Source: an optimization exercise on an open RTL-to-GDS flow (aim: small area). Production flows keep margins and buffers that such runs may drop.
The RTL was checked by simulation tests, not by an equivalence proof against the original design.
Power is estimated from default activity; no workload was simulated.

## run 1
==> flow/design.v (excerpt) <==
module CompUnit #(
    parameter value_width = 16
) (
    input wire clk,
    input wire [2:0] instr,
    input wire [value_width-1:0] A1,
    input wire [value_width-1:0] A2,
    input wire [value_width-1:0] W1,
    input wire [value_width-1:0] W2,
    output reg [value_width-1:0] out1
);
Size: ~440 cells after synthesis, roughly 16 flip-flops, roughly 84 I/O pins, roughly 5500 um^2 of cells after synthesis.
clock: 10.0 ns
lec_check: 0
abc_clock_period_in_ps: 10000
cap_margin: 0
core_margin: 2
core_utilization: 40
cts_buf_list: sky130_fd_sc_hd__clkbuf_4
cts_cluster_size: 20
gpl_timing_driven: 0
place_density: 0.5
slew_margin: 0
synth_hierarchical: 1
standard.sh (not shown) runs the stock make flow with config.mk's settings and CLKGATE_MAP_FILE= SYNTH_SCRIPT=/design/flow/synth_recipe.tcl, a recipe that flattens the netlist after the stock synthesis.
==> flow/flow/run.sh <==
#!/bin/bash
# The standard layout (standard.sh), with two changes:
#  - ABC sees a light load on each output of a module, so it keeps the
#    smallest drive strength instead of upsizing every module output;
#  - the port buffers are the smallest buffer cell.
# Each step's full output goes to its own log in this folder.
set -euo pipefail
export BUFFER_PORTS_ARGS="-buffer_cell sky130_fd_sc_hd__buf_1"
bash standard.sh ABC_LOAD_IN_FF=0.005 synth > synth.log 2>&1
bash standard.sh ABC_LOAD_IN_FF=0.005 finish > finish.log 2>&1
#### Input delta (run 2 over run 1)
diff --git a/flow/design.v b/flow/design.v
--- a/flow/design.v
+++ b/flow/design.v
@@ -613,14 +613,14 @@
 SelN una1_8_63 (.s1(pa1_51), .a(W1[8]), .s2(qa1_52), .b(W1[7]), .s3(ra1_53), .c(s15), .y(na1_8_63));
 SelN una1_9_64 (.s1(pa1_51), .a(W1[9]), .s2(qa1_52), .b(W1[8]), .s3(ra1_53), .c(s17), .y(na1_9_64));
 SelN una1_10_65 (.s1(pa1_51), .a(W1[10]), .s2(qa1_52), .b(W1[9]), .s3(ra1_53), .c(s19), .y(na1_10_65));
 SelN una1_11_66 (.s1(pa1_51), .a(W1[11]), .s2(qa1_52), .b(W1[10]), .s3(ra1_53), .c(s21), .y(na1_11_66));
 SelN una1_12_67 (.s1(pa1_51), .a(W1[12]), .s2(qa1_52), .b(W1[11]), .s3(ra1_53), .c(s23), .y(na1_12_67));
 SelN una1_13_68 (.s1(pa1_51), .a(W1[13]), .s2(qa1_52), .b(W1[12]), .s3(ra1_53), .c(s25), .y(na1_13_68));
-AndNN3 upa2_69 (.a_n(en1_n), .b_n(A1[5]), .c(A1[4]), .y(pa2_69));
-AndNN3 uqa2_70 (.a_n(en1_n), .b_n(A1[4]), .c(A1[5]), .y(qa2_70));
+AndB3 upa2_69 (.a(en1), .b(A1[4]), .c_n(A1[5]), .y(pa2_69));
+AndB3 uqa2_70 (.a(en1), .b(A1[5]), .c_n(A1[4]), .y(qa2_70));
 And3 ura2_71 (.a(en1), .b(A1[5]), .c(A1[4]), .y(ra2_71));
 Nand3 una2_0_73 (.a(en1), .b(A1[4]), .c(W1[0]), .y(na2_0_73));
 SelN una2_1_74 (.s1(pa2_69), .a(W1[1]), .s2(qa2_70), .b(W1[0]), .s3(ra2_71), .c(t1), .y(na2_1_74));
 SelN una2_2_75 (.s1(pa2_69), .a(W1[2]), .s2(qa2_70), .b(W1[1]), .s3(ra2_71), .c(s3), .y(na2_2_75));
 SelN una2_3_76 (.s1(pa2_69), .a(W1[3]), .s2(qa2_70), .b(W1[2]), .s3(ra2_71), .c(s5), .y(na2_3_76));
 SelN una2_4_77 (.s1(pa2_69), .a(W1[4]), .s2(qa2_70), .b(W1[3]), .s3(ra2_71), .c(s7), .y(na2_4_77));
@@ -724,14 +724,14 @@
 SelN unb1_8_194 (.s1(pb1_182), .a(W2[8]), .s2(qb1_183), .b(W2[7]), .s3(rb1_184), .c(s146), .y(nb1_8_194));
 SelN unb1_9_195 (.s1(pb1_182), .a(W2[9]), .s2(qb1_183), .b(W2[8]), .s3(rb1_184), .c(s148), .y(nb1_9_195));
 SelN unb1_10_196 (.s1(pb1_182), .a(W2[10]), .s2(qb1_183), .b(W2[9]), .s3(rb1_184), .c(s150), .y(nb1_10_196));
 SelN unb1_11_197 (.s1(pb1_182), .a(W2[11]), .s2(qb1_183), .b(W2[10]), .s3(rb1_184), .c(s152), .y(nb1_11_197));
 SelN unb1_12_198 (.s1(pb1_182), .a(W2[12]), .s2(qb1_183), .b(W2[11]), .s3(rb1_184), .c(s154), .y(nb1_12_198));
 SelN unb1_13_199 (.s1(pb1_182), .a(W2[13]), .s2(qb1_183), .b(W2[12]), .s3(rb1_184), .c(s156), .y(nb1_13_199));
-AndNN3 upb2_200 (.a_n(en2_n), .b_n(A2[5]), .c(A2[4]), .y(pb2_200));
-AndNN3 uqb2_201 (.a_n(en2_n), .b_n(A2[4]), .c(A2[5]), .y(qb2_201));
+AndB3 upb2_200 (.a(en2), .b(A2[4]), .c_n(A2[5]), .y(pb2_200));
+AndB3 uqb2_201 (.a(en2), .b(A2[5]), .c_n(A2[4]), .y(qb2_201));
 And3 urb2_202 (.a(en2), .b(A2[5]), .c(A2[4]), .y(rb2_202));
 Nand3 unb2_0_204 (.a(en2), .b(A2[4]), .c(W2[0]), .y(nb2_0_204));
 SelN unb2_1_205 (.s1(pb2_200), .a(W2[1]), .s2(qb2_201), .b(W2[0]), .s3(rb2_202), .c(t132), .y(nb2_1_205));
 SelN unb2_2_206 (.s1(pb2_200), .a(W2[2]), .s2(qb2_201), .b(W2[1]), .s3(rb2_202), .c(s134), .y(nb2_2_206));
 SelN unb2_3_207 (.s1(pb2_200), .a(W2[3]), .s2(qb2_201), .b(W2[2]), .s3(rb2_202), .c(s136), .y(nb2_3_207));
 SelN unb2_4_208 (.s1(pb2_200), .a(W2[4]), .s2(qb2_201), .b(W2[3]), .s3(rb2_202), .c(s138), .y(nb2_4_208));
### Flow results
Run 2 has completed all stages; timing, DRC and antenna checks passed. Summary of run 2 over run 1: die width held steady; wire length per cell after detailed routing increased by 0.22 um relative to the old numbers. The part of the power in the clock network of run 2 and that of run 1 are within noise of each other. [compare] base=run 1 new=run 2: cell area did not really move; count of mapped cells out of synthesis did not really move; met2 layer wire length in the routed design did not really move; via count went up; total power divided by cell area went down. Diff run 1 -> run 2: maximum number of pins on one net before global-route repair rose 2, transition at the pin with the smallest max-transition slack fell 0.16 ns. The die outline area was comparable across run 1 and run 2.

==> separate check: timing with driven ports <==
The flow's constraints put no driver on any port. The routed layouts listed below were extracted and timed again, unchanged, in two steps.
Step 1 assumes that a clkbuf_16 drives the clock port and a buf_2 every other input.
Step 2 also shifts input and output timing later by t, the mid clock arrival at the registers, as if the neighbouring blocks saw the same clock.
Slacks: no drivers / after step 1 / after step 2; pairs: no drivers / after step 1.
| run | t, ns | setup WS [ns] | hold slack, ns | worst setup path at the end | cell pins on the clock port's net |
|---|---|---|---|---|---|
| run 1 | 0.310 | 0.202 / 0.203 / -0.107 | 0.665 / 0.665 / 0.665 | input to register | 1 |
| run 2 | 0.291 | 0.201 / 0.193 / -0.098 | 0.658 / 0.658 / 0.658 | input to register | 1 |
With both steps, setup timing fails in run 1 and run 2, where it was met with ideal ports. For run 1, which loses most, drivers alone change the setup slack by +0.001 ns; drivers and shift together by -0.309 ns.
